Source: an optimization exercise on an open RTL-to-GDS flow (aim: small area and a short achievable clock period). Production flows keep margins and buffers that such runs may drop.
In this exercise RTL edits were held to simulation tests only and were not proved equivalent to the original.
Power and IR drop assume default switching activity.

==> flow/design.v, too long to show whole: its modules and the start of the top module <==
// module fa: 10 lines
// module sel16: 9 lines
// module sel1: 9 lines
// module og1: 7 lines
// module ha: 9 lines
// module sel1s: 10 lines
// module FIR: 7224 lines
module FIR (
	input  wire        rst_n,
	input  wire        CLK,
	input  wire [15:0] sample_in,
	input  wire        En_FIR,
	output wire [31:0] sample_out
);
  // ...
==> flow/flow/run.sh <==
#!/bin/bash
# Own flow: the standard layout (standard.sh, unchanged synthesis), with
# timing repair aimed below the achieved period instead of the 24 ns clock,
# port buffers of a plain buffer cell, and a clock tree with larger sink
# clusters.  Each tool's output goes to its own log in this folder.
set -euo pipefail
export SETUP_SLACK_MARGIN=14.05
export BUFFER_PORTS_ARGS="-buffer_cell sky130_fd_sc_hd__buf_4"
export CTS_ARGS="-sink_clustering_enable -repair_clock_nets -buf_list sky130_fd_sc_hd__clkbuf_4 -sink_clustering_size 10 -sink_clustering_max_diameter 35 -dont_use_dummy_load"
bash standard.sh synth      > synth.log 2>&1
bash standard.sh floorplan  > floorplan.log 2>&1
bash standard.sh place      > place.log 2>&1
bash standard.sh cts        > cts.log 2>&1
bash standard.sh route      > route.log 2>&1
bash standard.sh finish     > finish.log 2>&1
==> flow/standard.sh <==
#!/bin/bash
# synth_recipe.tcl (not shown) runs the flow's synth.tcl, then flattens the netlist and writes it again
# the make line also repeats each setting of config.mk as NAME=value (left out here)
make -C /OpenROAD-flow-scripts/flow DESIGN_CONFIG=/design/flow/config.mk WORK_HOME=/design/flow/orfs CLKGATE_MAP_FILE= SYNTH_SCRIPT=/design/flow/synth_recipe.tcl "${@:-finish}"
==> flow/config.mk <==
export PLATFORM = sky130hd
export DESIGN_NAME = FIR
export DESIGN_NICKNAME = FIR
export VERILOG_FILES = /design/flow/design.v
export SDC_FILE = /design/flow/constraint.sdc
export NUM_CORES = 8
export LEC_CHECK = 0
export CAP_MARGIN = 20
export CORE_MARGIN = 2
export CORE_UTILIZATION = 55
export PLACE_DENSITY = 0.7
export SLEW_MARGIN = 20
export SYNTH_HIERARCHICAL = 1
==> flow/constraint.sdc <==
create_clock -name core_clock -period 24.0 [get_ports {CLK}]
set_input_delay 4.8000 -clock core_clock [delete_from_list [all_inputs] [get_ports {CLK}]]
set_output_delay 4.8000 -clock core_clock [all_outputs]
set_load 0.01 [all_outputs]
==> summary.txt, run 1 <==
Status -> timing/DRC/antenna clean
DP HPWL -> 234600 um
Crit path arrival time -> 5.21 ns
Yosys cell types -> 52
Top Registers -> qa: 32 flops, qb: 32 flops
Synth Area in Compound Gates -> 14.33%
CP max FO -> 7
Slew headroom -> 26.17%
Wirelength per Cell -> 39.08 um
Power Density -> 64.24 nW/um2
CP Buf/Inv Count -> 2
Gr busiest metal -> met2
Leak -> 36.00 nW
CP startpoint kind -> primary input
Area after DPL -> 76840 um2
Clock power share -> 18.8%
Switch share -> 36.48%
H-tree depth -> 4
Core ar. -> 133500 um2
Yosys top cell by area -> fa_1
Worst slew pin tran -> 1.107 ns
Setup Skew -> 0.2132 ns
WL final -> 270900 um
WL met1 -> 97430 um
Placed Cells -> 6700
Post-Synthesis Cells -> 4857
==> run 2, diff against run 1 <==
--- a/flow/design.v
+++ b/flow/design.v
@@ -7236,17 +7236,221 @@
 fa u_of15 (.a(qa[15]), .b(qb[15]), .c(~x0[12]), .s(os15), .co(oc15));
 wire os16, oc16;
 fa u_of16 (.a(qa[16]), .b(qb[16]), .c(~x0[13]), .s(os16), .co(oc16));
 wire os17, oc17;
 fa u_of17 (.a(qa[17]), .b(qb[17]), .c(~x0[14]), .s(os17), .co(oc17));
 wire os18, oc18;
 fa u_of18 (.a(qa[18]), .b(qb[18]), .c(x0[15]), .s(os18), .co(oc18));
 wire [31:0] sum;
-assign sum = {qa[31], qa[30], qa[29], qa[28], qa[27], qa[26], qa[25], qa[24], qa[23], qa[22], qa[21], qa[20], qa[19], os18, os17, os16, os15, os14, os13, os12, os11, os10, os9, os8, os7, os6, os5, os4, os3, qa[2], qa[1], qa[0]} + {qb[31], qb[30], qb[29], qb[28], qb[27], qb[26], qb[25], qb[24], qb[23], qb[22], qb[21], qb[20], oc18, oc17, oc16, oc15, oc14, oc13, oc12, oc11, oc10, oc9, oc8, oc7, oc6, oc5, oc4, oc3, 1'b0, qb[2], qb[1], qb[0]} + {12'd0, qb[19], 19'd0};
+wire hs19, hc19;
+ha u_oh19 (.a(qa[19]), .b(qb[19]), .s(hs19), .co(hc19));
+wire hs20, hc20;
+ha u_oh20 (.a(qa[20]), .b(qb[20]), .s(hs20), .co(hc20));
+wire hs21, hc21;
+ha u_oh21 (.a(qa[21]), .b(qb[21]), .s(hs21), .co(hc21));
+wire hs22, hc22;
+ha u_oh22 (.a(qa[22]), .b(qb[22]), .s(hs22), .co(hc22));
+wire hs23, hc23;
+ha u_oh23 (.a(qa[23]), .b(qb[23]), .s(hs23), .co(hc23));
+wire hs24, hc24;
+ha u_oh24 (.a(qa[24]), .b(qb[24]), .s(hs24), .co(hc24));
+wire hs25, hc25;
+ha u_oh25 (.a(qa[25]), .b(qb[25]), .s(hs25), .co(hc25));
+wire hs26, hc26;
+ha u_oh26 (.a(qa[26]), .b(qb[26]), .s(hs26), .co(hc26));
+wire hs27, hc27;
+ha u_oh27 (.a(qa[27]), .b(qb[27]), .s(hs27), .co(hc27));
+wire hs28, hc28;
+ha u_oh28 (.a(qa[28]), .b(qb[28]), .s(hs28), .co(hc28));
+wire hs29, hc29;
+ha u_oh29 (.a(qa[29]), .b(qb[29]), .s(hs29), .co(hc29));
+wire hs30, hc30;
+ha u_oh30 (.a(qa[30]), .b(qb[30]), .s(hs30), .co(hc30));
+wire hs31, hc31;
+ha u_oh31 (.a(qa[31]), .b(qb[31]), .s(hs31), .co(hc31));
+wire [31:0] pg_g, pg_p;
+ha u_pg0 (.a(qa[0]), .b(qb[0]), .s(pg_p[0]), .co(pg_g[0]));
+ha u_pg1 (.a(qa[1]), .b(qb[1]), .s(pg_p[1]), .co(pg_g[1]));
+ha u_pg2 (.a(qa[2]), .b(qb[2]), .s(pg_p[2]), .co(pg_g[2]));
+assign pg_g[3] = 1'b0; assign pg_p[3] = os3;
+ha u_pg4 (.a(os4), .b(oc3), .s(pg_p[4]), .co(pg_g[4]));
+ha u_pg5 (.a(os5), .b(oc4), .s(pg_p[5]), .co(pg_g[5]));
+ha u_pg6 (.a(os6), .b(oc5), .s(pg_p[6]), .co(pg_g[6]));
+ha u_pg7 (.a(os7), .b(oc6), .s(pg_p[7]), .co(pg_g[7]));
+ha u_pg8 (.a(os8), .b(oc7), .s(pg_p[8]), .co(pg_g[8]));
+ha u_pg9 (.a(os9), .b(oc8), .s(pg_p[9]), .co(pg_g[9]));
+ha u_pg10 (.a(os10), .b(oc9), .s(pg_p[10]), .co(pg_g[10]));
+ha u_pg11 (.a(os11), .b(oc10), .s(pg_p[11]), .co(pg_g[11]));
+ha u_pg12 (.a(os12), .b(oc11), .s(pg_p[12]), .co(pg_g[12]));
+ha u_pg13 (.a(os13), .b(oc12), .s(pg_p[13]), .co(pg_g[13]));
+ha u_pg14 (.a(os14), .b(oc13), .s(pg_p[14]), .co(pg_g[14]));
+ha u_pg15 (.a(os15), .b(oc14), .s(pg_p[15]), .co(pg_g[15]));
+ha u_pg16 (.a(os16), .b(oc15), .s(pg_p[16]), .co(pg_g[16]));
+ha u_pg17 (.a(os17), .b(oc16), .s(pg_p[17]), .co(pg_g[17]));
+ha u_pg18 (.a(os18), .b(oc17), .s(pg_p[18]), .co(pg_g[18]));
+ha u_pg19 (.a(hs19), .b(oc18), .s(pg_p[19]), .co(pg_g[19]));
+ha u_pg20 (.a(hs20), .b(hc19), .s(pg_p[20]), .co(pg_g[20]));
+ha u_pg21 (.a(hs21), .b(hc20), .s(pg_p[21]), .co(pg_g[21]));
+ha u_pg22 (.a(hs22), .b(hc21), .s(pg_p[22]), .co(pg_g[22]));
+ha u_pg23 (.a(hs23), .b(hc22), .s(pg_p[23]), .co(pg_g[23]));
+ha u_pg24 (.a(hs24), .b(hc23), .s(pg_p[24]), .co(pg_g[24]));
+ha u_pg25 (.a(hs25), .b(hc24), .s(pg_p[25]), .co(pg_g[25]));
+ha u_pg26 (.a(hs26), .b(hc25), .s(pg_p[26]), .co(pg_g[26]));
+ha u_pg27 (.a(hs27), .b(hc26), .s(pg_p[27]), .co(pg_g[27]));
+ha u_pg28 (.a(hs28), .b(hc27), .s(pg_p[28]), .co(pg_g[28]));
+ha u_pg29 (.a(hs29), .b(hc28), .s(pg_p[29]), .co(pg_g[29]));
+ha u_pg30 (.a(hs30), .b(hc29), .s(pg_p[30]), .co(pg_g[30]));
+ha u_pg31 (.a(hs31), .b(hc30), .s(pg_p[31]), .co(pg_g[31]));
+wire bkg1 = pg_g[1] | (pg_p[1] & pg_g[0]);
+wire bkp1 = pg_p[1] & pg_p[0];
+wire bkg2 = pg_g[3] | (pg_p[3] & pg_g[2]);
+wire bkp2 = pg_p[3] & pg_p[2];
+wire bkg3 = pg_g[5] | (pg_p[5] & pg_g[4]);
+wire bkp3 = pg_p[5] & pg_p[4];
+wire bkg4 = pg_g[7] | (pg_p[7] & pg_g[6]);
+wire bkp4 = pg_p[7] & pg_p[6];
+wire bkg5 = pg_g[9] | (pg_p[9] & pg_g[8]);
+wire bkp5 = pg_p[9] & pg_p[8];
+wire bkg6 = pg_g[11] | (pg_p[11] & pg_g[10]);
+wire bkp6 = pg_p[11] & pg_p[10];
+wire bkg7 = pg_g[13] | (pg_p[13] & pg_g[12]);
+wire bkp7 = pg_p[13] & pg_p[12];
+wire bkg8 = pg_g[15] | (pg_p[15] & pg_g[14]);
+wire bkp8 = pg_p[15] & pg_p[14];
+wire bkg9 = pg_g[17] | (pg_p[17] & pg_g[16]);
+wire bkp9 = pg_p[17] & pg_p[16];
+wire bkg10 = pg_g[19] | (pg_p[19] & pg_g[18]);
+wire bkp10 = pg_p[19] & pg_p[18];
+wire bkg11 = pg_g[21] | (pg_p[21] & pg_g[20]);
+wire bkp11 = pg_p[21] & pg_p[20];
+wire bkg12 = pg_g[23] | (pg_p[23] & pg_g[22]);
+wire bkp12 = pg_p[23] & pg_p[22];
+wire bkg13 = pg_g[25] | (pg_p[25] & pg_g[24]);
+wire bkp13 = pg_p[25] & pg_p[24];
+wire bkg14 = pg_g[27] | (pg_p[27] & pg_g[26]);
+wire bkp14 = pg_p[27] & pg_p[26];
+wire bkg15 = pg_g[29] | (pg_p[29] & pg_g[28]);
+wire bkp15 = pg_p[29] & pg_p[28];
+wire bkg16 = pg_g[31] | (pg_p[31] & pg_g[30]);
+wire bkp16 = pg_p[31] & pg_p[30];
+wire bkg17 = bkg2 | (bkp2 & bkg1);
+wire bkp17 = bkp2 & bkp1;
+wire bkg18 = bkg4 | (bkp4 & bkg3);
+wire bkp18 = bkp4 & bkp3;
+wire bkg19 = bkg6 | (bkp6 & bkg5);
+wire bkp19 = bkp6 & bkp5;
+wire bkg20 = bkg8 | (bkp8 & bkg7);
+wire bkp20 = bkp8 & bkp7;
+wire bkg21 = bkg10 | (bkp10 & bkg9);
+wire bkp21 = bkp10 & bkp9;
+wire bkg22 = bkg12 | (bkp12 & bkg11);
+wire bkp22 = bkp12 & bkp11;
+wire bkg23 = bkg14 | (bkp14 & bkg13);
+wire bkp23 = bkp14 & bkp13;
+wire bkg24 = bkg16 | (bkp16 & bkg15);
+wire bkp24 = bkp16 & bkp15;
+wire bkg25 = bkg18 | (bkp18 & bkg17);
+wire bkp25 = bkp18 & bkp17;
+wire bkg26 = bkg20 | (bkp20 & bkg19);
+wire bkp26 = bkp20 & bkp19;
+wire bkg27 = bkg22 | (bkp22 & bkg21);
+wire bkp27 = bkp22 & bkp21;
+wire bkg28 = bkg24 | (bkp24 & bkg23);
+wire bkp28 = bkp24 & bkp23;
+wire bkg29 = bkg26 | (bkp26 & bkg25);
+wire bkp29 = bkp26 & bkp25;
+wire bkg30 = bkg28 | (bkp28 & bkg27);
+wire bkp30 = bkp28 & bkp27;
+wire bkg31 = bkg30 | (bkp30 & bkg29);
+wire bkp31 = bkp30 & bkp29;
+wire bkg32 = bkg27 | (bkp27 & bkg29);
+wire bkp32 = bkp27 & bkp29;
+wire bkg33 = bkg19 | (bkp19 & bkg25);
+wire bkp33 = bkp19 & bkp25;
+wire bkg34 = bkg21 | (bkp21 & bkg29);
+wire bkp34 = bkp21 & bkp29;
+wire bkg35 = bkg23 | (bkp23 & bkg32);
+wire bkp35 = bkp23 & bkp32;
+wire bkg36 = bkg3 | (bkp3 & bkg17);
+wire bkp36 = bkp3 & bkp17;
+wire bkg37 = bkg5 | (bkp5 & bkg25);
+wire bkp37 = bkp5 & bkp25;
+wire bkg38 = bkg7 | (bkp7 & bkg33);
+wire bkp38 = bkp7 & bkp33;
+wire bkg39 = bkg9 | (bkp9 & bkg29);
+wire bkp39 = bkp9 & bkp29;
+wire bkg40 = bkg11 | (bkp11 & bkg34);
+wire bkp40 = bkp11 & bkp34;
+wire bkg41 = bkg13 | (bkp13 & bkg32);
+wire bkp41 = bkp13 & bkp32;
+wire bkg42 = bkg15 | (bkp15 & bkg35);
+wire bkp42 = bkp15 & bkp35;
+wire bkg43 = pg_g[2] | (pg_p[2] & bkg1);
+wire bkp43 = pg_p[2] & bkp1;
+wire bkg44 = pg_g[4] | (pg_p[4] & bkg17);
+wire bkp44 = pg_p[4] & bkp17;
+wire bkg45 = pg_g[6] | (pg_p[6] & bkg36);
+wire bkp45 = pg_p[6] & bkp36;
+wire bkg46 = pg_g[8] | (pg_p[8] & bkg25);
+wire bkp46 = pg_p[8] & bkp25;
+wire bkg47 = pg_g[10] | (pg_p[10] & bkg37);
+wire bkp47 = pg_p[10] & bkp37;
+wire bkg48 = pg_g[12] | (pg_p[12] & bkg33);
+wire bkp48 = pg_p[12] & bkp33;
+wire bkg49 = pg_g[14] | (pg_p[14] & bkg38);
+wire bkp49 = pg_p[14] & bkp38;
+wire bkg50 = pg_g[16] | (pg_p[16] & bkg29);
+wire bkp50 = pg_p[16] & bkp29;
+wire bkg51 = pg_g[18] | (pg_p[18] & bkg39);
+wire bkp51 = pg_p[18] & bkp39;
+wire bkg52 = pg_g[20] | (pg_p[20] & bkg34);
+wire bkp52 = pg_p[20] & bkp34;
+wire bkg53 = pg_g[22] | (pg_p[22] & bkg40);
+wire bkp53 = pg_p[22] & bkp40;
+wire bkg54 = pg_g[24] | (pg_p[24] & bkg32);
+wire bkp54 = pg_p[24] & bkp32;
+wire bkg55 = pg_g[26] | (pg_p[26] & bkg41);
+wire bkp55 = pg_p[26] & bkp41;
+wire bkg56 = pg_g[28] | (pg_p[28] & bkg35);
+wire bkp56 = pg_p[28] & bkp35;
+wire bkg57 = pg_g[30] | (pg_p[30] & bkg42);
+wire bkp57 = pg_p[30] & bkp42;
+assign sum[0] = pg_p[0];
+assign sum[1] = pg_p[1] ^ pg_g[0];
+assign sum[2] = pg_p[2] ^ bkg1;
+assign sum[3] = pg_p[3] ^ bkg43;
+assign sum[4] = pg_p[4] ^ bkg17;
+assign sum[5] = pg_p[5] ^ bkg44;
+assign sum[6] = pg_p[6] ^ bkg36;
+assign sum[7] = pg_p[7] ^ bkg45;
+assign sum[8] = pg_p[8] ^ bkg25;
+assign sum[9] = pg_p[9] ^ bkg46;
+assign sum[10] = pg_p[10] ^ bkg37;
+assign sum[11] = pg_p[11] ^ bkg47;
+assign sum[12] = pg_p[12] ^ bkg33;
+assign sum[13] = pg_p[13] ^ bkg48;
+assign sum[14] = pg_p[14] ^ bkg38;
+assign sum[15] = pg_p[15] ^ bkg49;
+assign sum[16] = pg_p[16] ^ bkg29;
+assign sum[17] = pg_p[17] ^ bkg50;
+assign sum[18] = pg_p[18] ^ bkg39;
+assign sum[19] = pg_p[19] ^ bkg51;
+assign sum[20] = pg_p[20] ^ bkg34;
+assign sum[21] = pg_p[21] ^ bkg52;
+assign sum[22] = pg_p[22] ^ bkg40;
+assign sum[23] = pg_p[23] ^ bkg53;
+assign sum[24] = pg_p[24] ^ bkg32;
+assign sum[25] = pg_p[25] ^ bkg54;
+assign sum[26] = pg_p[26] ^ bkg41;
+assign sum[27] = pg_p[27] ^ bkg55;
+assign sum[28] = pg_p[28] ^ bkg35;
+assign sum[29] = pg_p[29] ^ bkg56;
+assign sum[30] = pg_p[30] ^ bkg42;
+assign sum[31] = pg_p[31] ^ bkg57;
 wire [31:0] osum = {32{flag}} & sum;
 og1 u_og_0 (.en(En_FIR), .v(osum[0]), .y(sample_out[0]));
 og1 u_og_1 (.en(En_FIR), .v(osum[1]), .y(sample_out[1]));
 og1 u_og_2 (.en(En_FIR), .v(osum[2]), .y(sample_out[2]));
 og1 u_og_3 (.en(En_FIR), .v(osum[3]), .y(sample_out[3]));
 og1 u_og_4 (.en(En_FIR), .v(osum[4]), .y(sample_out[4]));
 og1 u_og_5 (.en(En_FIR), .v(osum[5]), .y(sample_out[5]));
 og1 u_og_6 (.en(En_FIR), .v(osum[6]), .y(sample_out[6]));
==> flow/config.mk (replaced) <==
export PLATFORM = sky130hd
export DESIGN_NAME = FIR
export DESIGN_NICKNAME = FIR
export VERILOG_FILES = /design/flow/design.v
export SDC_FILE = /design/flow/constraint.sdc
export NUM_CORES = 8
export LEC_CHECK = 0
export CAP_MARGIN = 20
export CORE_MARGIN = 2
export CORE_UTILIZATION = 55
export PLACE_DENSITY = 0.6
export SLEW_MARGIN = 20
export SYNTH_HIERARCHICAL = 1
==> run 2 against run 1 <==
- register-to-register slack improved by 0.04 ns
- sequential cell count did not move
- synthesized cell count fell by 2.8%
- cell count fell by 2.1%
- largest power group is now sequential cells
- sequential share of layout area rose by 0.32 points
- still clean
- area after synthesis fell by 1.2%
- first-iteration DRC count rose by 7.4%
- utilization rose by 0.18 points
- power fell by 5.6%
- clock power rose by 1%
==> summary.txt, run 2 <==
Clock power share -> 20.2% (was 18.8%)
Die Span Y -> 368.6 um (was 370.8 um)
Int Power -> 3.153 mW (was 3.239 mW)
Switch share -> 34.53% (was 36.48%)
Most frequent cells in the layout -> fa_1 (1648), dfxtp_1 (1110), a22o_1 (1105), inv_1 (297), ha_1 (200) (was fa_1 (1644), dfxtp_1 (1116), a22o_1 (1106), inv_1 (308), ha_1 (194))
Largest net degree at the start of global routing -> 243 (was 238)
Worst Setup Path Type -> in -> out (unchanged)
Status -> timing/DRC/antenna clean (unchanged)
Combinational share of power -> 39.8% (was 43.4%)
Worst-path clk slew -> 0.09 ns (about the same)
Drt initial violations -> 4758 (was 4429)
Routed Antenna Nets -> 0 (unchanged)
Setup-failing EPs final -> 0 (unchanged)
Fmax -> 0.1000 GHz (was 0.09993 GHz)
Commonest non-fill, non-tap cell in the layout -> fa_1 (unchanged)
Net Sw Power -> 1.663 mW (was 1.861 mW)
Crit path arrival time -> 5.20 ns (was 5.21 ns)
Via count -> 43650 (was 44810)
WL met2 -> 121300 um (was 126900 um)
Worst slew pin tran -> 1.158 ns (was 1.107 ns)
Average vias per placed instance -> 6.429 (was 6.463)
CTS tree -> yes (unchanged)
Shortest period the worst path allows -> 9.997 ns (was 10.01 ns)
WL final -> 264400 um (was 270900 um)
IO Pins -> 51 (unchanged)
Yosys top cell area share -> 49.29% (was 48.76%)
H-tree depth -> 4 (unchanged)
Post-Synth Adder-Cell Area -> 52.95% (was 52.35%)
Mean Syn Cell Area -> 15.49 um2 (was 15.23 um2)
Synth warn -> 7 (unchanged)
DRC Markers -> 0 (unchanged)
Post-synth EDFFs -> 0 (unchanged)
Max layer used -> met5 (unchanged)
Power Density -> 61.32 nW/um2 (was 64.24 nW/um2)
Final nets -> 7056 (was 7189)
Max cap viols -> 0 (unchanged)
Crit-path cells -> clkbuf_16 -> and2_4 -> buf_6 (was buf_16 -> and2_4 -> buf_6)
CP top delay family -> buffers and inverters (unchanged)
Fill count -> 10520 (was 10500)
Sequential fraction of the synthesis area -> 30.70% (was 30.34%)
CP startpoint kind -> primary input (unchanged)
Post-synth ARST share -> 0.08921% (unchanged)
Vias in the first global route -> 46860 (was 47470)
Slew headroom -> 22.79% (was 26.17%)
Synth Area in Compound Gates -> 13.81% (was 14.33%)
Port bufs -> 50 (unchanged)
Share of cells above drive strength 1 -> 10.28% (was 10.59%)
Clk sink count -> 1121 (unchanged)
RSZ-0062 raised after global routing -> yes (unchanged)
Longest Clk Path Bufs -> 3 (unchanged)
Synth cell count leaders -> fa_1 (1800), dfxtp_1 (1120), a22o_1 (1105) (was fa_1 (1802), dfxtp_1 (1120), a22o_1 (1106))
Hold/Removal Path Class -> reg -> reg (unchanged)
Hold_ws -> 0.4246 ns (was 0.3959 ns)
Post-Synthesis Cells -> 4721 (was 4857)
Reg power frac -> 40.0% (was 37.8%)
Top Registers -> qa: 32 flops, qb: 32 flops (unchanged)
Clk root buf -> clkbuf_4 (unchanged)
WL met1 -> 94510 um (was 97430 um)
Total negative slack -> 0 ns (unchanged)
Most frequent cell after synthesis -> fa_1 (unchanged)
CP peak stage delay -> 0.14 ns (was 0.16 ns)
Worst-Skew Late Latency -> 1.21 ns (was 1.22 ns)
Setup Skew -> 0.1780 ns (was 0.2132 ns)
Worst setup EP type -> output port (unchanged)
Gr ovfl total -> 0 (unchanged)
Most area-consuming cells after synthesis -> fa_1 (49%), dfxtp_1 (31%), a22o_1 (13%), ha_1 (3.7%), inv_1 (1.5%) (was fa_1 (49%), dfxtp_1 (30%), a22o_1 (13%), ha_1 (3.6%), inv_1 (1.6%))
Final hold vios -> 0 (unchanged)
Die area -> 135900 um2 (was 137500 um2)
Pins Over Slew Limit -> 0 (unchanged)
Fin crit share -> 41.65% (was 41.70%)
Leak -> 35.72 nW (was 36.00 nW)
Row count -> 133 (was 134)
CTS buffer count -> 182 (was 178)
Peak VDD IR -> 160.2 uV (was 145.0 uV)
Synthesis-to-layout area growth -> 7.431% (was 7.325%)
Post-Synth Simple-Gate Area -> 0.7856% (was 0.9962%)
Hold Buf Count CTS -> 0 (unchanged)
Initial core utilization -> 55.54% (was 55.43%)
GPL Wtd Cong -> 1.098 (was 1.083)
Initial antenna violation count -> 8 (was 12)
Global-route wire length before repair -> 365000 um (was 373400 um)
Post-Syn Area -> 73110 um2 (was 73980 um2)
Yosys cell types -> 39 (was 52)
Multiplexer share of the synthesized area -> 0% (was 0.1082%)
Xor-xnor portion of the synthesized cell area -> 0.1797% (was 0.1894%)
Largest family of logic cells by synthesized area -> adder cells (unchanged)
Routed met3 length -> 20680 um (was 19870 um)
Seq cells post-synth -> 1121 (unchanged)
First-pass detailed-route iteration total -> 5 (was 6)
Wirelength per Cell -> 38.94 um (was 39.08 um)
CP Buf/Inv Count -> 2 (unchanged)
GRT Resource Usage Total -> 39.87% (was 40.47%)
Req. time, crit path -> 19.20 ns (about the same)
Slowest CP cell -> clkbuf_16 (was and2_4)
DIE WIDTH -> 368.6 um (was 370.8 um)
Most used DFF post-synth -> dfxtp_1 (unchanged)
Core ar. -> 131600 um2 (was 133500 um2)
Yosys top cell by area -> fa_1 (unchanged)
CP max FO -> 7 (unchanged)
DP HPWL -> 228800 um (was 234600 um)
[run 2: changes by cell type in the layout (fill, tap and decap cells not counted), moves of 12 or more]
cell,previous run,this run
a21oi_1,28,13
and2_1,3,17
buf_4,83,69
nand2_1,33,7
nor2_1,25,37
nor3_1,19,2
o21ai_0,17,3
[run 2: Yosys stat by module (local to each module, per instance)]
module  cell area (um2)  cells  copies in the design
sel1              8.758      1                  1105
ha                12.51      1                   198
og1               6.256      1                    32
fa                20.02      1                  1800
FIR               24570   1571                     1
sel1s             10.01      1                    15
[run 2: worst paths after layout]
path	from	end	slack, ns	cells after the start
max	En_FIR	sample_out[17]	14.00	3
min	x52[12]$_DFF_P_	x53[12]$_DFF_P_	0.42	1
max reg2reg	x26[6]$_DFF_P_	qa[22]$_DFF_P_	14.14	23
min reg2reg	x52[12]$_DFF_P_	x53[12]$_DFF_P_	0.42	1
max in group asynchronous	rst_n	flag$_DFF_PN0_	20.42	1
min in group asynchronous	rst_n	flag$_DFF_PN0_	3.50	1
[run 2: through the flow]
step           cell area [um2]  setup slack (ns)  power, mW  std cells  utilization (%)
2_1_floorplan            73140             6.502      3.388       4727                -
3_3_place_gp             76000             13.68      3.876       6561            57.74
3_5_place_dp             76000             13.55      3.892       6561            57.74
4_1_cts                  77920             14.02      4.900       6755            59.20
5_1_grt                  78530             13.99      5.255       6786            59.66
6_report                 78540             14.00      4.816       6789            59.67
[run 2: what timing repair did]
item,in CTS,in global routing
pin swaps,36,50
gates resized for setup,125,136
setup buffers,7,20
cloned,5,1
setup endpoints to repair,40,39
[run 2: kinds of logic after synthesis]
| family | after synthesis |
|---|---|
| other | 2 |
| xor gates and xnor gates | 15 |
| adders and majority gates | 2014 |
| AOI/OAI and AO/OA | 1159 |
| buffers and inverters | 304 |
| DFF | 1121 |
| and+or+nand+nor | 106 |
[run 2: power groups by stage]
stage | Clock (mW) | Sequential [mW] | Combinational (mW)
3_5_place_dp | 0 | 1.97 | 1.92
5_1_grt | 1.08 | 1.93 | 2.25
4_1_cts | 1.01 | 1.93 | 1.97
3_3_place_gp | 0 | 1.97 | 1.91
6_report | 0.975 | 1.92 | 1.92
2_1_floorplan | 0 | 1.96 | 1.43
[run 2: layout make-up]
class	count	area (um2)	area share, %
multi-input cells	3302	50150	63.85
flip-flops and latches	1121	22460	28.60
well taps	1755	2196	2.796
clock buffers	182	1366	1.740
repair buffers	114	1194	1.520
inverters	302	1145	1.458
diodes	13	32.53	0.04142
[run 2: routing by layer]
layer  track usage (%)  vias up
met5                 0        -
met4             33.65        2
met3             9.694      828
met2             60.82     2069
met1             48.01    23510
li1                  -    17240
==> run 3, diff against run 2 <==
--- a/flow/config.mk
+++ b/flow/config.mk
@@ -7,7 +7,7 @@
 export LEC_CHECK = 0
 export CAP_MARGIN = 20
 export CORE_MARGIN = 2
-export CORE_UTILIZATION = 55
-export PLACE_DENSITY = 0.6
+export CORE_UTILIZATION = 60
+export PLACE_DENSITY = 0.75
 export SLEW_MARGIN = 20
 export SYNTH_HIERARCHICAL = 1
==> run 3 against run 2 <==
- global-route usage up 4.6 points
- cell count down 2.1%
- utilization is 4.9 points higher
- fmax barely moved
- worst hold slack lost 0.028 ns
- critical endpoint is now sample_out[23]
- largest cell class unchanged
- highest routed layer unchanged
==> summary.txt, run 3 <==
Status -> timing/DRC/antenna clean (unchanged)
Initial core utilization -> 60.22% (was 55.54%)
H-tree depth -> 4 (unchanged)
Fmax -> 0.09995 GHz (was 0.1000 GHz)
Fin crit share -> 41.69% (was 41.65%)
Peak VDD IR -> 144.1 uV (was 160.2 uV)
Crit path arrival time -> 5.21 ns (was 5.20 ns)
Setup Skew -> 0.1508 ns (was 0.1780 ns)
Share of cells above drive strength 1 -> 10.89% (was 10.28%)
First-pass detailed-route iteration total -> 7 (was 5)
Synthesis-to-layout area growth -> 7.275% (was 7.431%)
CTS tree -> yes (unchanged)
Post-synth EDFFs -> 0 (unchanged)
Area after DPL -> 75820 um2 (was 76000 um2)
Most frequent cell after synthesis -> fa_1 (unchanged)
Most area-consuming cells after synthesis -> fa_1 (49%), dfxtp_1 (31%), a22o_1 (13%), ha_1 (3.7%), inv_1 (1.5%) (unchanged)
WL final -> 270300 um (was 264400 um)
Req. time, crit path -> 19.20 ns (about the same)
Initial antenna violation count -> 7 (was 8)
Commonest non-fill, non-tap cell in the layout -> fa_1 (unchanged)
CP Buf/Inv Count -> 2 (unchanged)
Clk sink count -> 1121 (unchanged)
GRT Resource Usage Total -> 44.49% (was 39.87%)
Wirelength per Cell -> 40.66 um (was 38.94 um)
Worst-path clk slew -> 0.10 ns (was 0.09 ns)
Tot Pwr -> 4.830 mW (was 4.816 mW)
Port bufs -> 50 (unchanged)
Leak -> 35.63 nW (was 35.72 nW)
Global-route wire length before repair -> 371900 um (was 365000 um)
Synth Area in Compound Gates -> 13.81% (unchanged)
Worst setup EP type -> output port (unchanged)
Total negative slack -> 0 ns (unchanged)
Clk root buf -> clkbuf_4 (unchanged)
Yosys top cell by area -> fa_1 (unchanged)
Longest Clk Path Bufs -> 3 (unchanged)
CP startpoint kind -> primary input (unchanged)
Core ar. -> 121400 um2 (was 131600 um2)
Gr ovfl total -> 0 (unchanged)
CP max FO -> 6 (was 7)
CP peak stage delay -> 0.16 ns (was 0.14 ns)
Multiplexer share of the synthesized area -> 0% (unchanged)
Shortest period the worst path allows -> 10.01 ns (was 9.997 ns)
Max cap viols -> 0 (unchanged)
Die Span Y -> 353.1 um (was 368.6 um)
DP HPWL -> 233400 um (was 228800 um)
Vias in the first global route -> 47720 (was 46860)
Mean Syn Cell Area -> 15.49 um2 (unchanged)
DRC Markers -> 0 (unchanged)
Post-Synthesis Cells -> 4721 (unchanged)
Routed Antenna Nets -> 0 (unchanged)
Largest family of logic cells by synthesized area -> adder cells (unchanged)
Sequential fraction of the synthesis area -> 30.70% (unchanged)
Crit-path cells -> buf_16 -> and2_4 -> buf_6 (was clkbuf_16 -> and2_4 -> buf_6)
Fill count -> 8921 (was 10520)
Average vias per placed instance -> 6.670 (was 6.429)
CP top delay family -> buffers and inverters (unchanged)
Worst-Skew Late Latency -> 1.22 ns (was 1.21 ns)
Xor-xnor portion of the synthesized cell area -> 0.1797% (unchanged)
CTS buffer count -> 173 (was 182)
Hold Buf Count CTS -> 0 (unchanged)
Drt initial violations -> 4820 (was 4758)
Area occupied by multi-input gates -> 50220 um2 (was 50150 um2)
Slowest CP cell -> and2_4 (was clkbuf_16)
Hold/Removal Path Class -> reg -> reg (unchanged)
Slew headroom -> 21.04% (was 22.79%)
Largest net degree at the start of global routing -> 265 (was 243)
Setup-failing EPs final -> 0 (unchanged)
Register area -> 22460 um2 (about the same)
Power Density -> 61.58 nW/um2 (was 61.32 nW/um2)
Via count -> 44350 (was 43650)
Top Registers -> qa: 32 flops, qb: 32 flops (unchanged)
Final hold vios -> 0 (unchanged)
Pins Over Slew Limit -> 0 (unchanged)
Final Cell Area -> 78430 um2 (was 78540 um2)
IO Pins -> 51 (unchanged)
Post-Synth Adder-Cell Area -> 52.95% (unchanged)
Yosys top cell area share -> 49.29% (unchanged)
Setup ws final -> 13.99 ns (was 14.00 ns)
Seq cells post-synth -> 1121 (unchanged)
Post-Synth Simple-Gate Area -> 0.7856% (unchanged)
Hold_ws -> 0.3967 ns (was 0.4246 ns)
RSZ-0062 raised after global routing -> yes (unchanged)
Final nets -> 7051 (was 7056)
Row count -> 128 (was 133)
GPL Wtd Cong -> 1.085 (was 1.098)
Most frequent cells in the layout -> fa_1 (1607), dfxtp_1 (1113), a22o_1 (1105), inv_1 (300), ha_1 (200) (was fa_1 (1648), dfxtp_1 (1110), a22o_1 (1105), inv_1 (297), ha_1 (200))
Die area -> 124700 um2 (was 135900 um2)
Worst Setup Path Type -> in -> out (unchanged)
Pre-CTS setup slack -> 13.70 ns (was 13.55 ns)
Synth warn -> 7 (unchanged)
Most used DFF post-synth -> dfxtp_1 (unchanged)
Synth cell count leaders -> fa_1 (1800), dfxtp_1 (1120), a22o_1 (1105) (unchanged)
Post-Syn Area -> 73110 um2 (unchanged)
Yosys cell types -> 39 (unchanged)
Post-synth ARST share -> 0.08921% (unchanged)
DIE WIDTH -> 353.1 um (was 368.6 um)
Worst slew pin tran -> 1.184 ns (was 1.158 ns)
run 3: changes by cell type in the layout (fill, tap and decap cells not counted), sizes merged:
cell	delta
diode	-5
inv	+3
buf	+5
clkinvlp	-3
clkbuf	-10
run 3: metal layers:
| layer | vias up | track usage [%] | part of all wire [%] |
|---|---|---|---|
| met5 | - | 0 | 0.016 |
| met4 | 8 | 42.55 | 12 |
| met3 | 948 | 9.798 | 7.4 |
| met2 | 2250 | 67.72 | 46 |
| met1 | 23950 | 52.55 | 34 |
| li1 | 17190 | - | - |
run 3: report_power, final:
| group | switching, mW | total [mW] | internal (mW) |
|---|---|---|---|
| clock | 0.625 | 0.954 | 0.328 |
| combinational | 1.03 | 1.95 | 0.922 |
| sequential | 0.0279 | 1.93 | 1.90 |
run 3: final cells by class:
| class | count | area share, % |
|---|---|---|
| multi-input combinational | 3302 | 64.04 |
| sequential | 1121 | 28.64 |
| tap | 1625 | 2.592 |
| clock buffer | 173 | 1.656 |
| timing repair buffer | 118 | 1.610 |
| inverter | 302 | 1.445 |
| antenna | 8 | 0.02553 |
run 3: metrics by stage:
step	cells	util, %
2_1_floorplan	4727	-
3_3_place_gp	6427	62.46
3_5_place_dp	6427	62.46
4_1_cts	6616	64.13
5_1_grt	6648	64.60
6_report	6649	64.60
run 3: worst paths after layout:
check,endpoint,slack (ns),depth (start not counted),start
setup reg to reg,qa[22]$_DFF_P_,14.14,23,x34[6]$_DFF_P_
setup / recovery,sample_out[23],13.99,3,En_FIR
max in group asynchronous,flag$_DFF_PN0_,20.43,1,rst_n
min in group asynchronous,flag$_DFF_PN0_,3.49,1,rst_n
hold reg to reg,x23[15]$_DFF_P_,0.40,1,x22[15]$_DFF_P_
hold / removal,x23[15]$_DFF_P_,0.40,1,x22[15]$_DFF_P_
run 3: kinds of logic after synthesis:
kind of cell    after synthesis
simple gates                106
compound gates             1159
other cells                   2
fa+ha+maj                  2014
flops                      1121
buf+inv                     304
xor+xnor                     15
run 3: worst reg2reg max path, stage by stage, from the launching register on:
cell	delay [ns]
dfxtp_1	0.34
ha_1	0.21
fa_1	0.39
fa_1	0.40
fa_1	0.58
fa_1	0.43
fa_1	0.49
fa_2	0.49
fa_1	0.51
fa_1	0.43
fa_1	0.45
fa_1	0.44
fa_1	0.47
fa_1	0.60
fa_1	0.46
fa_1	0.51
fa_1	0.43
fa_1	0.49
inv_1	0.05
fa_1	0.48
inv_1	0.04
ha_1	0.18
fa_1	0.44
a221o_1	0.32
run 3: modules after synthesis (local to each module, per instance):
module,times used,cells inside
sel1,1105,1
FIR,1,1571
ha,198,1
sel1s,15,1
og1,32,1
fa,1800,1
run 3: what timing repair did:
item,in CTS,in global routing
endpoints found under the setup margin,36,41
cloned,5,0
buffers inserted,11,23
gates resized for setup,176,120
pin swaps,29,60
==> run 4, diff against run 3 <==
--- a/flow/config.mk
+++ b/flow/config.mk
@@ -7,7 +7,7 @@
 export LEC_CHECK = 0
 export CAP_MARGIN = 20
 export CORE_MARGIN = 2
-export CORE_UTILIZATION = 60
-export PLACE_DENSITY = 0.75
+export CORE_UTILIZATION = 55
+export PLACE_DENSITY = 0.7
 export SLEW_MARGIN = 20
 export SYNTH_HIERARCHICAL = 1
==> run 4 against run 3 <==
- cell area hardly changed
- global-route usage is 4.6 points lower
- critical path type unchanged
- still clean
- fmax hardly changed
- clock power is 2% higher
==> summary.txt, run 4 <==
Vias in the first global route -> 47150 (was 47720)
Pins Over Slew Limit -> 0 (unchanged)
CP Buf/Inv Count -> 2 (unchanged)
Crit-path cells -> buf_16 -> and2_4 -> buf_6 (unchanged)
Gr busiest metal -> met2 (unchanged)
Core ar. -> 131600 um2 (was 121400 um2)
First-pass detailed-route iteration total -> 7 (unchanged)
RSZ-0062 raised after global routing -> yes (unchanged)
Seq cells post-synth -> 1121 (unchanged)
Top Registers -> qa: 32 flops, qb: 32 flops (unchanged)
CP peak stage delay -> 0.16 ns (about the same)
Drt initial violations -> 4547 (was 4820)
Synth cell count leaders -> fa_1 (1800), dfxtp_1 (1120), a22o_1 (1105) (unchanged)
Yosys top cell area share -> 49.29% (unchanged)
Crit path arrival time -> 5.20 ns (was 5.21 ns)
WL final -> 263000 um (was 270300 um)
Post-Syn Area -> 73110 um2 (unchanged)
Synth warn -> 7 (unchanged)
Clk root buf -> clkbuf_4 (unchanged)
Power Density -> 61.93 nW/um2 (was 61.58 nW/um2)
Final nets -> 7055 (was 7051)
Sequential fraction of the synthesis area -> 30.70% (unchanged)
DIE WIDTH -> 368.6 um (was 353.1 um)
Setup-failing EPs final -> 0 (unchanged)
Synthesis-to-layout area growth -> 7.304% (was 7.275%)
Post-synth EDFFs -> 0 (unchanged)
Most frequent cell after synthesis -> fa_1 (unchanged)
Slew headroom -> 25.65% (was 21.04%)
Shortest period the worst path allows -> 10.00 ns (was 10.01 ns)
DP HPWL -> 227300 um (was 233400 um)
Post-Synthesis Cells -> 4721 (unchanged)
Gr ovfl total -> 0 (unchanged)
Total negative slack -> 0 ns (unchanged)
H-tree depth -> 4 (unchanged)
DRC Markers -> 0 (unchanged)
Most area-consuming cells after synthesis -> fa_1 (49%), dfxtp_1 (31%), a22o_1 (13%), ha_1 (3.7%), inv_1 (1.5%) (unchanged)
CP top delay family -> buffers and inverters (unchanged)
Slowest CP cell -> and2_4 (unchanged)
Port bufs -> 50 (unchanged)
Global-route wire length before repair -> 365500 um (was 371900 um)
Worst-path clk slew -> 0.11 ns (was 0.10 ns)
Routed Antenna Nets -> 0 (unchanged)
Initial core utilization -> 55.54% (was 60.22%)
CTS tree -> yes (unchanged)
Worst Setup Path Type -> in -> out (unchanged)
Hold/Removal Path Class -> reg -> reg (unchanged)
Commonest non-fill, non-tap cell in the layout -> fa_1 (unchanged)
Fin crit share -> 41.69% (about the same)
Row count -> 133 (was 128)
Leak -> 35.69 nW (was 35.63 nW)
Most used DFF post-synth -> dfxtp_1 (unchanged)
Wirelength per Cell -> 38.77 um (was 40.66 um)
Most frequent cells in the layout -> fa_1 (1648), dfxtp_1 (1110), a22o_1 (1105), inv_1 (300), ha_1 (198) (was fa_1 (1607), dfxtp_1 (1113), a22o_1 (1105), inv_1 (300), ha_1 (200))
CTS buffer count -> 180 (was 173)
CP startpoint kind -> primary input (unchanged)
Yosys top cell by area -> fa_1 (unchanged)
Share of cells above drive strength 1 -> 10.26% (was 10.89%)
Status -> timing/DRC/antenna clean (unchanged)
Post-synth ARST share -> 0.08921% (unchanged)
CP max FO -> 7 (was 6)
Clk sink count -> 1121 (unchanged)
Max cap viols -> 0 (unchanged)
Initial antenna violation count -> 5 (was 7)
M3 GR Usage -> 8.329% (was 9.798%)
IO Pins -> 51 (unchanged)
Setup Skew -> 0.1881 ns (was 0.1508 ns)
Final hold vios -> 0 (unchanged)
FF-to-FF setup slack -> 14.07 ns (was 14.14 ns)
Fmax -> 0.09996 GHz (was 0.09995 GHz)
Tot Pwr -> 4.859 mW (was 4.830 mW)
Largest net degree at the start of global routing -> 241 (was 265)
Worst slew pin tran -> 1.115 ns (was 1.184 ns)
GRT Resource Usage Total -> 39.86% (was 44.49%)
GR Layer Usage met1 -> 47.65% (was 52.55%)
GPL Wtd Cong -> 1.107 (was 1.085)
Die area -> 135900 um2 (was 124700 um2)
Mean Syn Cell Area -> 15.49 um2 (unchanged)
Req. time, crit path -> 19.20 ns (about the same)
Worst-Skew Late Latency -> 1.25 ns (was 1.22 ns)
Via count -> 43760 (was 44350)
Die Span Y -> 368.6 um (was 353.1 um)
Worst setup EP type -> output port (unchanged)
Average vias per placed instance -> 6.452 (was 6.670)
Longest Clk Path Bufs -> 3 (unchanged)
Met2 usage -> 61.42% (was 67.72%)
Peak VDD IR -> 164.3 uV (was 144.1 uV)
Yosys cell types -> 39 (unchanged)
run 4: layer usage:
layer	share of wire [%]	routed length (um)
met1	35	93360
met2	46	121700
met3	7.0	18530
met4	11	29420
met5	0.0053	14
run 4: power breakdown:
group          switching (mW)  internal [mW]  total [mW]  leakage [nW]
Sequential             0.0268           1.90        1.93          9.06
Combinational            1.04          0.924        1.96          25.8
Clock                   0.632          0.341       0.973         0.828
run 4: kinds of logic after synthesis:
logic type      Yosys count  synth area share, %
compound gates         1159                13.81
buf+inv                 304                1.561
xor+xnor                 15               0.1797
other cells               2              0.01027
simple gates            106               0.7856
fa+ha+maj              2014                52.95
flops                  1121                30.70
run 4: final timing paths:
check | depth (start not counted) | endpoint | startpoint
min in group asynchronous | 1 | flag$_DFF_PN0_ | rst_n
max | 3 | sample_out[15] | En_FIR
min reg2reg | 1 | x63[7]$_DFF_P_ | x62[7]$_DFF_P_
min | 1 | x63[7]$_DFF_P_ | x62[7]$_DFF_P_
max in group asynchronous | 1 | flag$_DFF_PN0_ | rst_n
max reg2reg | 22 | qa[22]$_DFF_P_ | x30[6]$_DFF_P_
run 4: area by class of cell:
type / count / area (um2)
diodes: 8 / 20.02
clock buffers: 180 / 1351
fillers: 10340 / 53180
inverters: 302 / 1136
multi-input cells: 3302 / 50120
flip-flops and latches: 1121 / 22460
well taps: 1755 / 2196
repair buffers: 115 / 1162
run 4: Yosys stat by module (local to each module, per instance):
| module | cells inside | copies in the design |
|---|---|---|
| sel1 | 1 | 1105 |
| sel1s | 1 | 15 |
| og1 | 1 | 32 |
| fa | 1 | 1800 |
| ha | 1 | 198 |
| FIR | 1571 | 1 |
run 4: stage by stage:
step / area (um2) / cells / hold slack, ns / setup slack, ns / utilization, %
floorplan: 73140 / 4727 / 0.4399 / 6.502 / -
global placement: 76010 / 6564 / 0.4527 / 13.68 / 57.74
detailed placement: 76010 / 6564 / 0.4527 / 13.64 / 57.74
CTS: 77950 / 6757 / 0.3940 / 14.00 / 59.22
global route: 78440 / 6779 / 0.4292 / 13.95 / 59.59
finish: 78450 / 6783 / 0.4072 / 14.00 / 59.60
run 4: timing repair:
item | 4_1_cts | 5_1_grt
pin swaps | 38 | 36
resized for setup | 141 | 119
gates cloned | 5 | 0
hold endpoints to repair | 0 | 0
hold buffers | 0 | 0
endpoints found under the setup margin | 37 | 40
setup buffers | 8 | 18
==> run 5, diff against run 4 <==
--- a/flow/flow/run.sh
+++ b/flow/flow/run.sh
@@ -6,7 +6,7 @@
 set -euo pipefail
 export SETUP_SLACK_MARGIN=14.05
 export BUFFER_PORTS_ARGS="-buffer_cell sky130_fd_sc_hd__buf_4"
-export CTS_ARGS="-sink_clustering_enable -repair_clock_nets -buf_list sky130_fd_sc_hd__clkbuf_4 -sink_clustering_size 10 -sink_clustering_max_diameter 35 -dont_use_dummy_load"
+export CTS_ARGS="-sink_clustering_enable -repair_clock_nets -buf_list {sky130_fd_sc_hd__clkbuf_4 sky130_fd_sc_hd__clkbuf_8} -sink_clustering_size 10 -sink_clustering_max_diameter 35 -dont_use_dummy_load"
 bash standard.sh synth      > synth.log 2>&1
 bash standard.sh floorplan  > floorplan.log 2>&1
 bash standard.sh place      > place.log 2>&1
==> run 5 against run 4 <==
- non-clock buffer count is 3 lower
- sequential power barely moved
- power up 7.4%
- clock power increased by 37%
- clock-buffer cell count is the same
- cell count fell by 0.10%
- routed wire length hardly changed
- via count decreased by 0.34%
- worst hold slack improved by 0.0043 ns
- synthesized cell count did not move
- critical endpoint unchanged
- largest cell class unchanged
- largest power group unchanged
==> summary.txt, run 5 <==
Gr ovfl total -> 0 (unchanged)
Pins Over Slew Limit -> 0 (unchanged)
Port bufs -> 50 (unchanged)
Most area-consuming cells after synthesis -> fa_1 (49%), dfxtp_1 (31%), a22o_1 (13%), ha_1 (3.7%), inv_1 (1.5%) (unchanged)
Status -> timing/DRC/antenna clean (unchanged)
Drt initial violations -> 4576 (was 4547)
Peak VDD IR -> 163.8 uV (was 164.3 uV)
Yosys top cell by area -> fa_1 (unchanged)
Worst slew pin tran -> 1.133 ns (was 1.115 ns)
WL final -> 263100 um (was 263000 um)
Leak -> 36.16 nW (was 35.69 nW)
Fill count -> 10180 (was 10340)
Top Registers -> qa: 32 flops, qb: 32 flops (unchanged)
Row count -> 133 (unchanged)
Clk root buf -> clkbuf_8 (was clkbuf_4)
Initial core utilization -> 55.54% (unchanged)
Placed Cells -> 6564 (unchanged)
Seq cells post-synth -> 1121 (unchanged)
Hold/Removal Path Class -> reg -> reg (unchanged)
Crit path arrival time -> 5.20 ns (about the same)
DP HPWL -> 227300 um (unchanged)
Core ar. -> 131600 um2 (unchanged)
Post-Syn Area -> 73110 um2 (unchanged)
Hold Path Cell Cnt -> 1 (unchanged)
Setup Skew -> 0.1309 ns (was 0.1881 ns)
Worst-path clk slew -> 0.07 ns (was 0.11 ns)
Routed Antenna Nets -> 0 (unchanged)
Longest Clk Path Bufs -> 3 (unchanged)
Synthesis-to-layout area growth -> 8.751% (was 7.304%)
Share of cells above drive strength 1 -> 10.05% (was 10.26%)
GRT Resource Usage Total -> 39.87% (was 39.86%)
Average vias per placed instance -> 6.437 (was 6.452)
Fmax -> 0.1000 GHz (was 0.09996 GHz)
Largest net degree at the start of global routing -> 241 (unchanged)
Most frequent cell after synthesis -> fa_1 (unchanged)
Via count -> 43610 (was 43760)
Post-Synthesis Cells -> 4721 (unchanged)
Post-synth EDFFs -> 0 (unchanged)
Worst-Skew Late Latency -> 0.94 ns (was 1.25 ns)
Commonest non-fill, non-tap cell in the layout -> fa_1 (unchanged)
Fin crit share -> 41.67% (was 41.69%)
Tot Pwr -> 5.221 mW (was 4.859 mW)
R2R cell count -> 22 (unchanged)
Final nets -> 7052 (was 7055)
Power Density -> 65.66 nW/um2 (was 61.93 nW/um2)
Shortest period the worst path allows -> 10.00 ns (about the same)
First-pass detailed-route iteration total -> 7 (unchanged)
Final hold vios -> 0 (unchanged)
Fin util -> 60.40% (was 59.60%)
Req. time, crit path -> 19.20 ns (about the same)
IO Pins -> 51 (unchanged)
Yosys cell types -> 39 (unchanged)
Final Cell Area -> 79510 um2 (was 78450 um2)
Most used DFF post-synth -> dfxtp_1 (unchanged)
Total negative slack -> 0 ns (unchanged)
CP max FO -> 7 (unchanged)
Finished Layout Cells -> 6776 (was 6783)
Most frequent cells in the layout -> fa_1 (1654), dfxtp_1 (1113), a22o_1 (1105), inv_1 (300), ha_1 (197) (was fa_1 (1648), dfxtp_1 (1110), a22o_1 (1105), inv_1 (300), ha_1 (198))
Synth cell count leaders -> fa_1 (1800), dfxtp_1 (1120), a22o_1 (1105) (unchanged)
Yosys top cell area share -> 49.29% (unchanged)
Clk sink count -> 1121 (unchanged)
Initial antenna violation count -> 5 (unchanged)
Worst Setup Path Type -> in -> out (unchanged)
Worst setup EP type -> output port (unchanged)
Sequential fraction of the synthesis area -> 30.70% (unchanged)
CTS buffer count -> 180 (unchanged)
Wirelength per Cell -> 38.82 um (was 38.77 um)
Global-route wire length before repair -> 365500 um (about the same)
RSZ-0062 raised after global routing -> yes (unchanged)
H-tree depth -> 4 (unchanged)
GPL Wtd Cong -> 1.107 (unchanged)
Slew headroom -> 24.48% (was 25.65%)
Setup-failing EPs final -> 0 (unchanged)
CP startpoint kind -> primary input (unchanged)
CTS tree -> yes (unchanged)
Synth warn -> 7 (unchanged)
DIE WIDTH -> 368.6 um (unchanged)
Vias in the first global route -> 47200 (was 47150)
Die area -> 135900 um2 (unchanged)
FF-to-FF setup slack -> 14.11 ns (was 14.07 ns)
Mean Syn Cell Area -> 15.49 um2 (unchanged)
Die Span Y -> 368.6 um (unchanged)
Post-synth ARST share -> 0.08921% (unchanged)
Max cap viols -> 0 (unchanged)
DRC Markers -> 0 (unchanged)
Area after DPL -> 76010 um2 (unchanged)
[run 5: cell counts after synthesis]
Identical to the previous run, type by type.
[run 5: path summary, 6_finish.rpt]
kind / from / to
max reg2reg: x30[6]$_DFF_P_ / qa[22]$_DFF_P_
min reg2reg: x62[7]$_DFF_P_ / x63[7]$_DFF_P_
min: x62[7]$_DFF_P_ / x63[7]$_DFF_P_
min in group asynchronous: rst_n / flag$_DFF_PN0_
max: En_FIR / sample_out[15]
max in group asynchronous: rst_n / flag$_DFF_PN0_
[run 5: what timing repair did]
action | 4_1_cts | 5_1_grt
gates cloned | 5 | 0
hold buffers | 0 | 0
pin swaps | 33 | 35
endpoints found under the setup margin | 36 | 39
endpoints found under the hold margin | 0 | 0
buffers inserted | 7 | 16
resized for setup | 130 | 120
[run 5: final cells by class]
cell class	instances	area, um2	area share, %
inverters	302	1136	1.429
flip-flops and latches	1121	22460	28.24
clock buffers	180	2477	3.116
well taps	1755	2196	2.762
multi-input cells	3302	50090	63.00
repair buffers	112	1140	1.434
diodes	4	10.01	0.01259
[run 5: cells by family (layout without fill, tap and decap cells)]
| family | count (synthesis) | in the layout | synth area share (%) |
|---|---|---|---|
| XOR/XNOR | 15 | 15 | 0.1797 |
| adder cells (fa/ha/maj) | 2014 | 2014 | 52.95 |
| flip-flops | 1121 | 1121 | 30.70 |
| AND/OR/NAND/NOR | 106 | 106 | 0.7856 |
| AO/OA/AOI/OAI | 1159 | 1159 | 13.81 |
| other | 2 | 12 | 0.01027 |
| buffers and inverters | 304 | 594 | 1.561 |
[run 5: stage by stage]
| stage | setup slack [ns] | hold slack [ns] |
|---|---|---|
| after CTS | 14.00 | 0.4124 |
| after detailed placement | 13.64 | 0.4527 |
| after floorplan | 6.502 | 0.4399 |
| final | 14.00 | 0.4115 |
| after global placement | 13.68 | 0.4527 |
| after global routing | 13.98 | 0.4397 |
[run 5: per-layer routing]
metal	track usage [%]	share of wire [%]
met3	9.152	7.2
met4	35.86	11
met2	61.29	46
met5	0	0.0080
met1	47.02	35
[run 5: where the power goes]
group | internal (mW) | leakage, nW | total (mW) | switching [mW]
sequential | 1.90 | 9.05 | 1.93 | 0.0271
combinational | 0.924 | 25.8 | 1.96 | 1.03
clock | 0.654 | 1.29 | 1.33 | 0.679
total | 3.48 | 36.2 | 5.22 | 1.74
[run 5: per-module statistics from Yosys, one instance, submodules excluded]
module	cell area, um2	cells
FIR	24570	1571
fa	20.02	1
ha	12.51	1
og1	6.256	1
sel1	8.758	1
sel1s	10.01	1
[run 5: worst max-delay path: stages]
cell,delay (ns)
buf_16,0.13
and2_4,0.16
buf_6,0.11
==> run 6, diff against run 5 <==
--- a/flow/flow/run.sh
+++ b/flow/flow/run.sh
@@ -6,7 +6,7 @@
 set -euo pipefail
 export SETUP_SLACK_MARGIN=14.05
 export BUFFER_PORTS_ARGS="-buffer_cell sky130_fd_sc_hd__buf_4"
-export CTS_ARGS="-sink_clustering_enable -repair_clock_nets -buf_list {sky130_fd_sc_hd__clkbuf_4 sky130_fd_sc_hd__clkbuf_8} -sink_clustering_size 10 -sink_clustering_max_diameter 35 -dont_use_dummy_load"
+export CTS_ARGS="-sink_clustering_enable -repair_clock_nets -buf_list {sky130_fd_sc_hd__clkbuf_2 sky130_fd_sc_hd__clkbuf_4} -sink_clustering_size 8 -sink_clustering_max_diameter 35 -dont_use_dummy_load"
 bash standard.sh synth      > synth.log 2>&1
 bash standard.sh floorplan  > floorplan.log 2>&1
 bash standard.sh place      > place.log 2>&1
==> run 6 against run 5 <==
- global-route usage is 0.092 points higher
- worst setup slack about the same
- non-clock buffer count is 1 lower
- via count up 0.76%
- utilization decreased by 0.78 points
- still clean
- sequential share of layout area increased by 0.37 points
==> summary.txt, run 6 <==
Setup-failing EPs final -> 0 (unchanged)
Via count -> 43950 (was 43610)
Power Density -> 62.34 nW/um2 (was 65.66 nW/um2)
Initial core utilization -> 55.54% (unchanged)
Pins Over Slew Limit -> 0 (unchanged)
Vias in the first global route -> 47410 (was 47200)
Finished Layout Cells -> 6791 (was 6776)
Hold_ws -> 0.4077 ns (was 0.4115 ns)
Global-route wire length before repair -> 366200 um (was 365500 um)
Placed Cells -> 6564 (unchanged)
Final nets -> 7065 (was 7052)
Most used DFF post-synth -> dfxtp_1 (unchanged)
Total negative slack -> 0 ns (unchanged)
Largest net degree at the start of global routing -> 241 (unchanged)
Top Registers -> qa: 32 flops, qb: 32 flops (unchanged)
IO Pins -> 51 (unchanged)
GRT Resource Usage Total -> 39.96% (was 39.87%)
Most frequent cell after synthesis -> fa_1 (unchanged)
Shortest period the worst path allows -> 10.00 ns (about the same)
Crit-path cells -> buf_16 -> and2_4 -> buf_6 (unchanged)
Fin crit share -> 41.67% (about the same)
Share of cells above drive strength 1 -> 10.16% (was 10.05%)
DP HPWL -> 227300 um (unchanged)
Mean Syn Cell Area -> 15.49 um2 (unchanged)
H-tree depth -> 4 (unchanged)
Gr ovfl total -> 0 (unchanged)
DIE WIDTH -> 368.6 um (unchanged)
Hold/Removal Path Class -> reg -> reg (unchanged)
Status -> timing/DRC/antenna clean (unchanged)
Port bufs -> 50 (unchanged)
Leak -> 35.77 nW (was 36.16 nW)
Worst Setup Path Type -> in -> out (unchanged)
Worst-path clk slew -> 0.09 ns (was 0.07 ns)
Final hold vios -> 0 (unchanged)
Commonest non-fill, non-tap cell in the layout -> fa_1 (unchanged)
GPL Wtd Cong -> 1.107 (unchanged)
Worst setup EP type -> output port (unchanged)
RSZ-0062 raised after global routing -> yes (unchanged)
CP startpoint kind -> primary input (unchanged)
Worst slew pin tran -> 1.226 ns (was 1.133 ns)
Core ar. -> 131600 um2 (unchanged)
Row count -> 133 (unchanged)
First-pass detailed-route iteration total -> 5 (was 7)
Post-Syn Area -> 73110 um2 (unchanged)
Sequential fraction of the synthesis area -> 30.70% (unchanged)
Max cap viols -> 0 (unchanged)
Wirelength per Cell -> 38.79 um (was 38.82 um)
Routed Antenna Nets -> 0 (unchanged)
Synthesis-to-layout area growth -> 7.344% (was 8.751%)
WL final -> 263400 um (was 263100 um)
Worst-Skew Late Latency -> 1.22 ns (was 0.94 ns)
Fmax -> 0.1000 GHz (about the same)
Clk sink count -> 1121 (unchanged)
CP max FO -> 7 (unchanged)
Drt initial violations -> 4483 (was 4576)
Slowest CP cell -> and2_4 (unchanged)
Req. time, crit path -> 19.20 ns (about the same)
Post-synth ARST share -> 0.08921% (unchanged)
CP Buf/Inv Count -> 2 (unchanged)
CP top delay family -> buffers and inverters (unchanged)
Synth warn -> 7 (unchanged)
DRC Markers -> 0 (unchanged)
Post-Synthesis Cells -> 4721 (unchanged)
Longest Clk Path Bufs -> 3 (unchanged)
Setup Skew -> 0.1871 ns (was 0.1309 ns)
Peak VDD IR -> 163.7 uV (was 163.8 uV)
Initial antenna violation count -> 8 (was 5)
Crit path arrival time -> 5.20 ns (about the same)
Yosys top cell by area -> fa_1 (unchanged)
Slew headroom -> 18.29% (was 24.48%)
Post-synth EDFFs -> 0 (unchanged)
CTS tree -> yes (unchanged)
CP peak stage delay -> 0.16 ns (about the same)
Most frequent cells in the layout -> fa_1 (1660), dfxtp_1 (1111), a22o_1 (1105), inv_1 (300), ha_1 (200) (was fa_1 (1654), dfxtp_1 (1113), a22o_1 (1105), inv_1 (300), ha_1 (197))
Die area -> 135900 um2 (unchanged)
Most area-consuming cells after synthesis -> fa_1 (49%), dfxtp_1 (31%), a22o_1 (13%), ha_1 (3.7%), inv_1 (1.5%) (unchanged)
CTS buffer count -> 194 (was 180)
Seq cells post-synth -> 1121 (unchanged)
Die Span Y -> 368.6 um (unchanged)
Yosys cell types -> 39 (unchanged)
Synth cell count leaders -> fa_1 (1800), dfxtp_1 (1120), a22o_1 (1105) (unchanged)
Clk root buf -> clkbuf_4 (was clkbuf_8)
Yosys top cell area share -> 49.29% (unchanged)
Average vias per placed instance -> 6.471 (was 6.437)
## run 6: cell count changes in the layout (fill, tap and decap cells not counted), moves of 2 or more
cell / previous run / this run
dfxtp_1: 1113 / 1111
ha_1: 197 / 200
dfxtp_2: 7 / 9
fa_1: 1654 / 1660
clkbuf_4: 0 / 194
fa_2: 146 / 140
ha_2: 12 / 8
clkbuf_8: 180 / 0
diode_2: 4 / 6
## run 6: cell type report
class | count | area (um2)
fillers | 10370 | 53150
multi-input cells | 3302 | 50090
flip-flops and latches | 1121 | 22460
well taps | 1755 | 2196
clock buffers | 194 | 1456
inverters | 302 | 1134
repair buffers | 111 | 1132
diodes | 6 | 15.01
## run 6: Yosys stat by module (local to each module, per instance)
module | copies in the design | flip-flops and latches | cells inside
FIR | 1 | 1121 | 1571
fa | 1800 | 0 | 1
ha | 198 | 0 | 1
sel1s | 15 | 0 | 1
sel1 | 1105 | 0 | 1
og1 | 32 | 0 | 1
## run 6: worst paths after layout
check                          startpoint              to  slack, ns  cells past startpoint
max                                En_FIR  sample_out[15]      14.00                      3
min                        x10[2]$_DFF_P_  x11[2]$_DFF_P_       0.41                      1
max reg2reg                x31[6]$_DFF_P_  qa[22]$_DFF_P_      14.09                     21
min reg2reg                x10[2]$_DFF_P_  x11[2]$_DFF_P_       0.41                      1
max in group asynchronous           rst_n  flag$_DFF_PN0_      20.50                      1
min in group asynchronous           rst_n  flag$_DFF_PN0_       3.42                      1
## run 6: cells by family after synthesis
family / after synthesis / share of synthesized area, %
AO/OA/AOI/OAI: 1159 / 13.81
flip-flops: 1121 / 30.70
adder cells (fa/ha/maj): 2014 / 52.95
other: 2 / 0.01027
XOR/XNOR: 15 / 0.1797
buffers and inverters: 304 / 1.561
AND/OR/NAND/NOR: 106 / 0.7856
## run 6: through the flow
step                      total power, mW  instance area, um2  utilization [%]  setup slack, ns
final                               4.892               78480            59.62            14.00
after global routing                5.331               78470            59.61            13.97
after CTS                           4.981               78020            59.27            14.00
after detailed placement            3.937               76010            57.74            13.64
after global placement              3.905               76010            57.74            13.68
after floorplan                     3.388               73140                -            6.502
## run 6: metal layers
metal | wire [um] | GRT usage, %
met5 | 30 | 0
met4 | 28690 | 34.75
met3 | 18750 | 8.776
met2 | 123000 | 61.95
met1 | 92990 | 47.44
## run 6: repair_timing
item                       in CTS  in global routing
setup endpoints to repair      35                 39
pin swaps                      33                 28
hold buffers                    0                  0
setup buffers                   9                 13
gates resized for setup       122                122
cloned                          5                  0
## run 6: report_power, final
| group | switching (mW) | total (mW) | internal [mW] |
|---|---|---|---|
| Combinational | 1.03 | 1.96 | 0.923 |
| Sequential | 0.0270 | 1.93 | 1.90 |
| Clock | 0.643 | 1.01 | 0.367 |

[static timing again, ports no longer ideal]
Ports are ideal in the flow. The routed layouts listed here were re-timed in OpenROAD. Step 1 assumes that a clkbuf_16 drives the clock port and a buf_2 every other input. Step 2 moves the port delays by t, midway between the first and last clock arrival at a register: inputs arrive t later, outputs are due t later. That takes back most of the time a late clock gives input paths. Slacks: no drivers / after step 1 / after step 2; pairs: no drivers / after step 1.
| run | t (ns) | slack for setup (ns) | worst hold slack (ns) | cell pins on the clock port's net |
|---|---|---|---|---|
| run 1 | 1.191 | 13.993 / 13.590 / 13.590 | 0.396 / 0.396 / 0.396 | 1 |
| run 2 | 1.200 | 14.003 / 13.562 / 13.272 | 0.425 / 0.425 / 0.425 | 1 |
| run 3 | 1.222 | 13.995 / 13.661 / 13.661 | 0.397 / 0.397 / 0.397 | 1 |
| run 4 | 1.236 | 13.996 / 13.644 / 13.644 | 0.407 / 0.407 / 0.407 | 1 |
| run 5 | 0.936 | 14.000 / 13.646 / 13.646 | 0.411 / 0.411 / 0.411 | 1 |
| run 6 | 1.216 | 14.000 / 13.635 / 13.635 | 0.408 / 0.408 / 0.408 | 1 |
After both steps setup and hold are still met in every run listed. The setup slack of run 2, which loses most, moves by -0.441 ns with the drivers and by -0.731 ns with both steps.
